Source: an optimization exercise on an open RTL-to-GDS flow (aim: small area). Production flows keep margins and buffers that such runs may drop.
Only simulation tests tie the RTL to the original design; equivalence was not proved.
No activity file was given, so power comes from the tool's default toggle rates.

==> v1: inputs <==
// clock
module clock(
		input [0:0] CLOCK_24,
		input RST,
		input [1:0] KEY,
		output [6:0] HEX0,
		output [6:0] HEX1,
		output [6:0] HEX2,
		output [6:0] HEX3,
		output [13:0] GPIO_0
	);
==> flow/config.mk <==
export PLATFORM = sky130hd
export DESIGN_NAME = clock
export DESIGN_NICKNAME = clock
export VERILOG_FILES = /design/flow/design.v
export SDC_FILE = /design/flow/constraint.sdc
export NUM_CORES = 4
export LEC_CHECK = 0
export ABC_AREA = 1
export CAP_MARGIN = 20
export CORE_MARGIN = 2
export CORE_UTILIZATION = 80
export PLACE_DENSITY = 0.85
export SLEW_MARGIN = 20
==> flow/constraint.sdc <==
create_clock -name core_clock -period 10.0 [get_ports {CLOCK_24}]
set_input_delay 2.0000 -clock core_clock [delete_from_list [all_inputs] [get_ports {CLOCK_24}]]
set_output_delay 2.0000 -clock core_clock [all_outputs]
set_load 0.01 [all_outputs]
run.sh (not shown) runs the stock make flow with config.mk's settings and CLKGATE_MAP_FILE= SYNTH_SCRIPT=/design/flow/synth_recipe.tcl, a recipe that flattens the netlist after the stock synthesis.
==> inputs of v39, as changes to v1 <==
CORE_UTILIZATION = 40   (was 80)
PLACE_DENSITY = unset   (was 0.85)
==> inputs of v4, as changes to v1 <==
CORE_UTILIZATION = 60   (was 80)
PLACE_DENSITY = unset   (was 0.85)
==> results.txt <==
item                                                                                                        v39                      v4                v1
Met2 routing resource usage after global routing                                                          0.318                   0.456                 -
Fraction of layout cells with a size suffix above 1                                                      0.0763                  0.0763                 -
Total number of tap cells                                                                                   140                      99                 -
CTS max path bufs                                                                                             2                       2                 -
Busiest metal layer after global routing                                                                   met2                    met2                 -
Final min period                                                                                        4.77 ns                 4.81 ns                 -
Static Leakage                                                                                          2.30 nW                 2.32 nW                 -
Number of combinational gates with multiple inputs                                                          422                     422                 -
Internal power summed over all cells                                                                   0.579 mW                0.608 mW                 -
Core area                                                                                          0.0108 sq mm           0.00721 sq mm                 -
Comb group                                                                                             0.247 mW                0.247 mW                 -
Result of the run                                                                                finished clean          finished clean    did not finish
Stage where the flow stopped                                                                                  -                       -  global placement
Overall overflow remaining after global route                                                                 0                       0                 -
Slew Limit Headroom                                                                                       0.528                   0.538                 -
Final ANT Viol Nets                                                                                           0                       0                 -
Levels on crit path                                                                                          33                      33                 -
Switching fraction of total power                                                                         0.324                   0.314                 -
Clock transition at the register clock pins on the worst setup and hold paths after CTS                 0.09 ns                 0.09 ns                 -
Commonest non-fill, non-tap cell in the layout                                           sky130_fd_sc_hd__inv_1  sky130_fd_sc_hd__inv_1                 -
Proportion of final cell area spent on non-clock buffers                                                 0.0886                  0.0888                 -

---

==> 08-19: inputs <==
clock, a different RTL version from the one above (not shown whole).
clock: 10.0 ns
lec_check: 0
abc_area: 1
cap_margin: 20
core_margin: 2
core_utilization: 60
cts_buf_list: sky130_fd_sc_hd__clkbuf_16
cts_cluster_diameter: 500
cts_cluster_size: 100
slew_margin: 20
==> 12-04: changes against 08-19 <==
Settings changed: CTS_BUF_LIST sky130_fd_sc_hd__clkbuf_16 to default, CTS_CLUSTER_DIAMETER 500 to 200, CTS_CLUSTER_SIZE 100 to 50.
==> qor.csv <==
stage,metric,value,unit
global_routing,met2_usage,45.80,%
outcome,outcome,no timing/DRC/antenna violations,
global_routing,grt_pass1_vias,4178,
detailed_routing,wl_met3,421,µm
pwr,combPwrFrac,32.3,%
setup_path,r2r_slack,5620,ps
global_routing,met3_usage,3.987,%
detailed_routing,initialDrtViolationCount,253,
detailed_routing,route.met2.wl,5001,µm
final_layout,syn2layout_area_growth,15.05,%
(the above is from 12-04)
==> qor.csv <==
stage,metric,value,unit
setup_path,cp-end-kind,flop,
detailed_routing,wl_met3,491,µm
detailed_routing,initialDrtViolationCount,252,
clocking,cts_buffers,9,
global_routing,met3_usage,5.045,%
global_routing,met2_usage,46.84,%
detailed_routing,route.met2.wl,5105,µm
outcome,outcome,no timing/DRC/antenna violations,
final_layout,seq_area_share,30.03,%
floorplanning,taps,102,
setup_path,r2r_slack,5610,ps
synth,synthArstFlopShare,0,%
final_layout,syn2layout_area_growth,17.20,%
pwr,combPwrFrac,29.4,%
(the above is from 08-19)
